This is an optimization exercise on Yosys and OpenROAD, whose aim is small area and few clock cycles per item, not a production implementation. The RTL was checked by simulation tests, not by an equivalence proof against the original design. Power figures rest on the tool's default switching activity, not on a simulated workload.

Setup of job 7031:
## subc_divide
module subc_divide(
    input  logic         clk,
    input  logic         rst,
    input  logic         invalid,
    output logic         inready,
    input  logic [31:0]  a,
    input  logic [31:0]  b,
    input  logic [5:0]   nbits,
    input  logic         outready,
    output logic         outvalid,
    output logic [31:0]  z
);
Size: ~910 cells after synthesis, ~0.0082 mm2 of cells after synthesis.
clock: 8.0 ns
lec_check: 0
abc_clock_period_in_ps: 14000
cap_margin: 20
core_margin: 2
core_utilization: 40
slew_margin: 20
run.sh (not shown) runs the stock make flow with config.mk's settings and CLKGATE_MAP_FILE= SYNTH_SCRIPT=/design/flow/synth_recipe.tcl, a recipe that flattens the netlist after the stock synthesis.
Testbench counts of job 7031, summed over its fixed seeds: cycles 27,628, items 3,200.
[inputs] job 9871 vs job 7031
--- a/flow/config.mk
+++ b/flow/config.mk
@@ -8 +7,0 @@
-export ABC_CLOCK_PERIOD_IN_PS = 14000
### Flow results
- From job 7031 to job 9871 the numbers moved as follows: maximum VDD drop barely changed, number of DRC violations after detailed-routing iteration 0 barely changed, remaining antenna violation count after routing barely changed.
diff inputs: job 9871 => job 5476
==> flow/flow/run.sh (new file) <==
#!/bin/bash
# The standard layout, with the port buffers made of the smallest buffer cell
# (buf_1) instead of the delay buffer buffer_ports picks by default. Every
# input and output port still gets its own buffer.
set -euo pipefail
export BUFFER_PORTS_ARGS="-buffer_cell sky130_fd_sc_hd__buf_1"
bash standard.sh finish > standard_flow.log 2>&1
==> flow/standard.sh (new file) <==
#!/bin/bash
# synth_recipe.tcl (not shown) runs the flow's synth.tcl, then flattens the netlist and writes it again
# the make line also repeats each setting of config.mk as NAME=value (left out here)
make -C /OpenROAD-flow-scripts/flow DESIGN_CONFIG=/design/flow/config.mk WORK_HOME=/design/flow/orfs CLKGATE_MAP_FILE= SYNTH_SCRIPT=/design/flow/synth_recipe.tcl "${@:-finish}"
removed: flow/run.sh
==> summary.txt <==
Taking job 9871 as the reference point, the via count of job 5476 rises by 69. Job 5476 vs job 9871: final period utilization up in job 5476. Relative to job 9871, the met3 wire length measured on job 5476 has increased by a few percent. Comparing job 5476 and job 9871, the higher layout overhead on the synthesized area is on job 9871. Looking at fmax, job 5476 sits 0.99% lower than job 9871 does. Global routing usage on met1, job 5476 and job 9871, higher one = job 9871.


subc_divide, a different RTL version from the one above (not shown whole).
Size: roughly 100 flip-flops, ~110 I/O pins.
Settings: LEC_CHECK=0, ABC_AREA=1, CAP_MARGIN=20, CORE_MARGIN=2, CORE_UTILIZATION=40, SLEW_MARGIN=20; clock period 8.0 ns.
standard.sh (not shown) runs the stock make flow with config.mk's settings and CLKGATE_MAP_FILE= SYNTH_SCRIPT=/design/flow/synth_recipe.tcl, a recipe that flattens the netlist after the stock synthesis.
==> flow/flow/run.sh <==
#!/bin/bash
# The standard layout, with the port buffers made of the smallest buffer cell
# (buf_1) instead of the delay buffer buffer_ports picks by default. Every
# input and output port still gets its own buffer.
set -euo pipefail
export BUFFER_PORTS_ARGS="-buffer_cell sky130_fd_sc_hd__buf_1"
bash standard.sh finish > standard_flow.log 2>&1
Testbench counts at the start, summed over its fixed seeds: cycles 27,628, items 3,200.
==> next run, changes <==
- ABC_AREA: 1 -> not set
- GPL_TIMING_DRIVEN: not set -> 0
Power falls by 19%.
Clock power went down by 5.7%.
Critical path depth climbs by 4.
Core utilization grows by 1.2 points.
Global-route usage drops by 0.91 points.
Setup slack loses 1700 ps.
==> next run, changes <==
- GPL_TIMING_DRIVEN: 0 -> not set
Die area is unchanged.
Global-route usage drops by 0.52 points.
Synthesized area stays the same.


subc_divide, a different RTL version from the one above (not shown whole).
Size in the first run: ~110 I/O pins.
clock: 8.0 ns
lec_check: 0
cap_margin: 20
core_margin: 2
core_utilization: 50
cts_buf_list: sky130_fd_sc_hd__clkbuf_4 sky130_fd_sc_hd__clkbuf_8
slew_margin: 20
==> flow/flow/run.sh <==
#!/bin/bash
# Own layout flow: the standard synthesis, then the combinational logic
# (only) re-mapped for area by ABC (flip-flops kept as they are), then the
# standard layout steps, with the port buffers made of buf_1 cells.
# Each tool's output goes to a log file of its own in this folder.
set -euo pipefail
here=$(pwd)
F=$here/flow
R=$here/orfs/results/$FLOW_PLATFORM/subc_divide/base
LIB=$FLOW_HOME/platforms/sky130hd/lib/sky130_fd_sc_hd__tt_025C_1v80.lib
export BUFFER_PORTS_ARGS="-buffer_cell sky130_fd_sc_hd__buf_1"

bash standard.sh synth > log_1_standard_synth.log 2>&1
cp "$R/1_2_yosys.v" "$here/std_synth.v"

DONTUSE=""
while read -r c; do DONTUSE="$DONTUSE -dont_use $c"; done < "$F/dont_use.txt"
sed -e "s|{LIB}|$LIB|g" -e "s|{NETIN}|$here/std_synth.v|" -e "s|{NET1}|$here/resynth1.v|" \
    -e "s|{ABC}|$F/area.abc|" -e "s|{DONTUSE}|$DONTUSE|" "$F/resynth1.ys" > resynth1.ys
yosys -s resynth1.ys > log_2_resynth1.log 2>&1
sed -e "s|{LIB}|$LIB|g" -e "s|{NET1}|$here/resynth1.v|" -e "s|{NETOUT}|$here/resynth2.v|" \
    "$F/resynth2.ys" > resynth2.ys
yosys -s resynth2.ys > log_3_resynth2.log 2>&1

# same flip-flops, by name and cell, as the standard synthesis
grep -oE '^ *sky130_fd_sc_hd__e?dfxtp_1 +[^ ]+' std_synth.v | sort > regs_std.txt
grep -oE '^ *sky130_fd_sc_hd__e?dfxtp_1 +[^ ]+' resynth2.v | sort > regs_new.txt
cmp regs_std.txt regs_new.txt

cp resynth2.v "$R/1_2_yosys.v"
rm -f "$R/1_synth.odb" "$R/1_synth.sdc"
bash standard.sh finish > log_4_standard_layout.log 2>&1
==> flow/flow/area.abc <==
strash
dc2
drwsat
dc2
dch
amap
strash
dc2
drwsat
dc2
dch
amap
topo
Other scripts of this flow, unchanged in this note and not shown: flow/flow/dont_use.txt, flow/flow/resynth1.ys, flow/flow/resynth2.ys
The baseline failed in global routing.
Testbench counts at the start, summed over its fixed seeds: cycles 27,628, items 3,200.
Then changed:
==> flow/flow/area.abc (replaced) <==
strash; dch; amap; topo
CAP_MARGIN = 0   (was 20)
CORE_UTILIZATION = 60   (was 50)
SLEW_MARGIN = 0   (was 20)
This time the run produced a clean layout.
Synthesized area rose by a few percent.
Synthesized cell count rose by a few percent.
Then changed:
==> flow/flow/area.abc (replaced) <==
strash
dc2
drwsat
dc2
dch
amap
strash
dc2
drwsat
dc2
dch
amap
topo
CAP_MARGIN = 20   (was 0)
SLEW_MARGIN = 20   (was 0)
Effect:
- This time the run ended with an error in global routing
- area after synthesis came out lower by 4.0%
- synthesized cell count fell by 4.8%
Then changed:
==> flow/flow/area.abc (replaced) <==
strash
dch
amap
strash
balance
dch
amap
topo
Effect:
- The changed run passed the timing, design-rule and antenna checks
- synthesized cell count came out higher by about 5%
- synthesized area rises by about 3.7%


== pine ==
The RTL this note starts from:
==> flow/design.v <==
`timescale 1ns/1ps
module subc_divide(
    input  logic         clk,
    input  logic         rst,
    input  logic         invalid,
    output logic         inready,
    input  logic [31:0]  a,
    input  logic [31:0]  b,
    input  logic [5:0]   nbits,
    input  logic         outready,
    output logic         outvalid,
    output logic [31:0]  z
);
    localparam int K  = 2;
    localparam int MS = (32 + K - 1) / K;      
    localparam int QW = K * MS;                
    localparam int DW = 1;                     
    localparam int CW = 5;                     
    logic [31:0]   b_r;       
    logic [32:0]   n_r;       
    logic [QW-1:0] q_r;       
    logic [DW-1:0] d_r;       
    logic [CW-1:0] cnt;       
    logic          busy;      
    logic          ov;        
    assign inready  = ~busy & (~ov | outready);
    assign outvalid = ov;
    assign z        = 32'(q_r >> d_r);
    wire acc = invalid & inready;
    function automatic logic [33:0] step(input logic [32:0] ni, input logic [31:0] bi);
        logic [32:0] t, x, p, g, c, gg, pp, gn, pn, s;
        logic        neg;
        neg = ni[32];
        t   = {ni[31:0], 1'b0};
        x   = neg ? {1'b0, bi} : ~{1'b0, bi};
        p   = t ^ x;
        g   = t & x;
        gg  = {g[32:1], g[0] | (p[0] & ~neg)};    
        pp  = p;
        for (int l = 0; l < 6; l++) begin
            gn = gg;
            pn = pp;
            for (int i = 0; i < 33; i++)
                if (((i >> l) & 1) == 1) begin
                    gn[i] = gg[i] | (pp[i] & gg[((i >> l) << l) - 1]);
                    pn[i] = pp[i] & pp[((i >> l) << l) - 1];
                end
            gg = gn;
            pp = pn;
        end
        c   = {gg[31:0], ~neg};                    
        s   = p ^ c;
        step = {~s[32], s};
    endfunction
    logic [32:0]  rs [0:K];
    logic [K-1:0] qb;
    wire  [31:0]  bs = busy ? b_r : b;
    assign rs[0] = busy ? n_r : {1'b0, a};
    for (genvar i = 0; i < K; i++) begin : g_step
        wire [33:0] st = step(rs[i], bs);
        assign qb[K-1-i] = st[33];
        assign rs[i+1]   = st[32:0];
    end
    logic [CW-1:0] m_in;
    logic [DW-1:0] d_in;
    always_comb begin
        m_in = '0;
        d_in = '0;
        for (int i = 0; i <= 32; i++)
            if (nbits == 6'(i)) begin
                m_in = CW'((i + K - 1) / K);
                d_in = DW'(K * ((i + K - 1) / K) - i);
            end
    end
    always_ff @(posedge clk) begin
        n_r <= rs[K];
        b_r <= bs;
        if (acc)
            d_r <= d_in;
        if (acc)
            q_r <= (nbits == 6'd0) ? '0 : QW'(qb);
        else if (busy)
            q_r <= {q_r[QW-1-K:0], qb};
        if (~busy)
            cnt <= m_in - CW'(1);
        else
            cnt <= cnt - CW'(1);
    end
    always_ff @(posedge clk) begin
        if (rst) begin
            busy <= 1'b0;
            ov   <= 1'b0;
        end else if (busy) begin
            if (cnt == CW'(1)) begin
                busy <= 1'b0;
                ov   <= 1'b1;
            end
        end else if (acc) begin
            busy <= (m_in > CW'(1));
            ov   <= (m_in <= CW'(1));
        end else if (outready) begin
            ov   <= 1'b0;
        end
    end
endmodule
export LEC_CHECK = 0
export CAP_MARGIN = 0
export CORE_MARGIN = 2
export CORE_UTILIZATION = 55
export CTS_BUF_LIST = sky130_fd_sc_hd__clkbuf_4 sky130_fd_sc_hd__clkbuf_8
export SLEW_MARGIN = 0
create_clock -name core_clock -period 8.0 [get_ports {clk}]
==> flow/flow/area.abc <==
strash; dch; amap; topo
==> flow/flow/dont_use.txt <==
sky130_fd_sc_hd__probe_p_8
sky130_fd_sc_hd__probec_p_8
sky130_fd_sc_hd__lpflow_bleeder_1
sky130_fd_sc_hd__lpflow_clkbufkapwr_1
sky130_fd_sc_hd__lpflow_clkbufkapwr_16
sky130_fd_sc_hd__lpflow_clkbufkapwr_2
sky130_fd_sc_hd__lpflow_clkbufkapwr_4
sky130_fd_sc_hd__lpflow_clkbufkapwr_8
sky130_fd_sc_hd__lpflow_clkinvkapwr_1
sky130_fd_sc_hd__lpflow_clkinvkapwr_16
sky130_fd_sc_hd__lpflow_clkinvkapwr_2
sky130_fd_sc_hd__lpflow_clkinvkapwr_4
sky130_fd_sc_hd__lpflow_clkinvkapwr_8
sky130_fd_sc_hd__lpflow_decapkapwr_12
sky130_fd_sc_hd__lpflow_decapkapwr_3
sky130_fd_sc_hd__lpflow_decapkapwr_4
sky130_fd_sc_hd__lpflow_decapkapwr_6
sky130_fd_sc_hd__lpflow_decapkapwr_8
sky130_fd_sc_hd__lpflow_inputiso0n_1
sky130_fd_sc_hd__lpflow_inputiso0p_1
sky130_fd_sc_hd__lpflow_inputiso1n_1
sky130_fd_sc_hd__lpflow_inputiso1p_1
sky130_fd_sc_hd__lpflow_inputisolatch_1
sky130_fd_sc_hd__lpflow_isobufsrc_1
sky130_fd_sc_hd__lpflow_isobufsrc_16
sky130_fd_sc_hd__lpflow_isobufsrc_2
sky130_fd_sc_hd__lpflow_isobufsrc_4
sky130_fd_sc_hd__lpflow_isobufsrc_8
sky130_fd_sc_hd__lpflow_isobufsrckapwr_16
sky130_fd_sc_hd__lpflow_lsbuf_lh_hl_isowell_tap_1
sky130_fd_sc_hd__lpflow_lsbuf_lh_hl_isowell_tap_2
sky130_fd_sc_hd__lpflow_lsbuf_lh_hl_isowell_tap_4
sky130_fd_sc_hd__lpflow_lsbuf_lh_isowell_4
sky130_fd_sc_hd__lpflow_lsbuf_lh_isowell_tap_1
sky130_fd_sc_hd__lpflow_lsbuf_lh_isowell_tap_2
sky130_fd_sc_hd__lpflow_lsbuf_lh_isowell_tap_4
==> flow/flow/resynth1.ys <==
# Pass 1: turn the standard synthesis's combinational cells back into gates,
# keeping every flip-flop instance (name and cell) as it is, and map the
# logic again with an area-oriented ABC script.
read_liberty -ignore_miss_func {LIB}
blackbox sky130_fd_sc_hd__dfxtp_1 sky130_fd_sc_hd__edfxtp_1
read_verilog {NETIN}
hierarchy -top subc_divide
flatten -wb
delete t:$scopeinfo
rename -hide w:*.*
opt -purge
abc -liberty {LIB} -script {ABC} {DONTUSE}
opt_clean -purge
select subc_divide
write_verilog -noattr -nohex -nodec -selected {NET1}
==> flow/flow/resynth2.ys <==
# Pass 2: tie cells, buffers for pass-through wires and checks, as ORFS's
# synthesis does after its own ABC run.
read_liberty -lib {LIB}
read_verilog {NET1}
hierarchy -top subc_divide
hilomap -singleton -hicell sky130_fd_sc_hd__conb_1 HI -locell sky130_fd_sc_hd__conb_1 LO
splitnets
opt_clean -purge
insbuf -buf sky130_fd_sc_hd__buf_4 A X
check -assert -mapped
stat -liberty {LIB}
write_verilog -noattr -nohex -nodec {NETOUT}
Scripts as last shown in full above: flow/flow/run.sh
Testbench counts of pine, summed over its fixed seeds: cycles 27,628, items 3,200.
The inputs of maple differ from those of pine as listed below.
- SLEW_MARGIN changed from 0 to 20
- CAP_MARGIN changed from 0 to 20
==> flow/flow/area.abc <==
strash
dc2
drwsat
dc2
dch
amap
strash
dc2
drwsat
dc2
dch
amap
topo
==> comparison <==
Looking only at chip width, and setting everything else aside, the higher value of maple and pine goes to pine.
The synthesized cell count reported for maple is smaller than that of pine by 4.8%.
Summary of maple over pine: quantity of gates resized following cts went up 60, synthesized area went down 250 um2, quantity of I/O buffers inserted on ports held, average cell area after synthesis went up 0.80%, count of buffers added by post-CTS timing repair for setup went up 147.
Final weighted congestion in routability-driven placement ends up lower on pine.
Diff pine -> maple | net count after synthesis | down by a few percent
Apart from maple, each of maple and pine ends the flow with a layout that passes the timing, design-rule and antenna checks.
maple ends up with lower vertical die dimension than pine does.

## afterwards: timing with drivers on the ports
How much do the figures lean on ideal ports? The routed layouts below were timed once more, with nothing changed but the port constraints. Step 1 assumes that a clkbuf_16 drives the clock port and a buf_2 every other input. Step 2 times the ports against the registers' clock, not the clock port: input delays grow and output delays shrink by t, the midpoint of the rising clock arrivals with the driver on. Slacks: ideal ports / drivers / drivers and shift; pairs: ideal ports / drivers.
run	t (ns)	slack for setup (ns)	slew at the worst register clock pin (ns)	worst data-port slew with drivers (ns)
job 7031	0.407	0.625 / 0.644 / 0.236	0.09 / 0.09	0.06
job 9871	0.407	0.625 / 0.644 / 0.236	0.09 / 0.09	0.06
job 5476	0.407	0.551 / 0.571 / 0.163	0.09 / 0.09	0.05
the first run of note 2	0.403	2.043 / 2.065 / 1.662	0.09 / 0.09	0.05
the second run of note 2	0.397	0.331 / 0.331 / 0.052	0.08 / 0.08	0.07
the third run of note 2	0.404	0.680 / 0.689 / 0.285	0.08 / 0.08	0.06
the second run of note 3	0.410	0.504 / 0.517 / 0.107	0.10 / 0.10	0.06
the fourth run of note 3	0.403	0.281 / 0.297 / -0.106	0.11 / 0.11	0.05
pine	0.434	0.550 / 0.565 / 0.131	0.12 / 0.12	0.06
With both steps, setup timing fails in the fourth run of note 3, where it was met with ideal ports. The setup slack of pine, which loses most, moves by +0.015 ns with the drivers and by -0.419 ns with both steps.
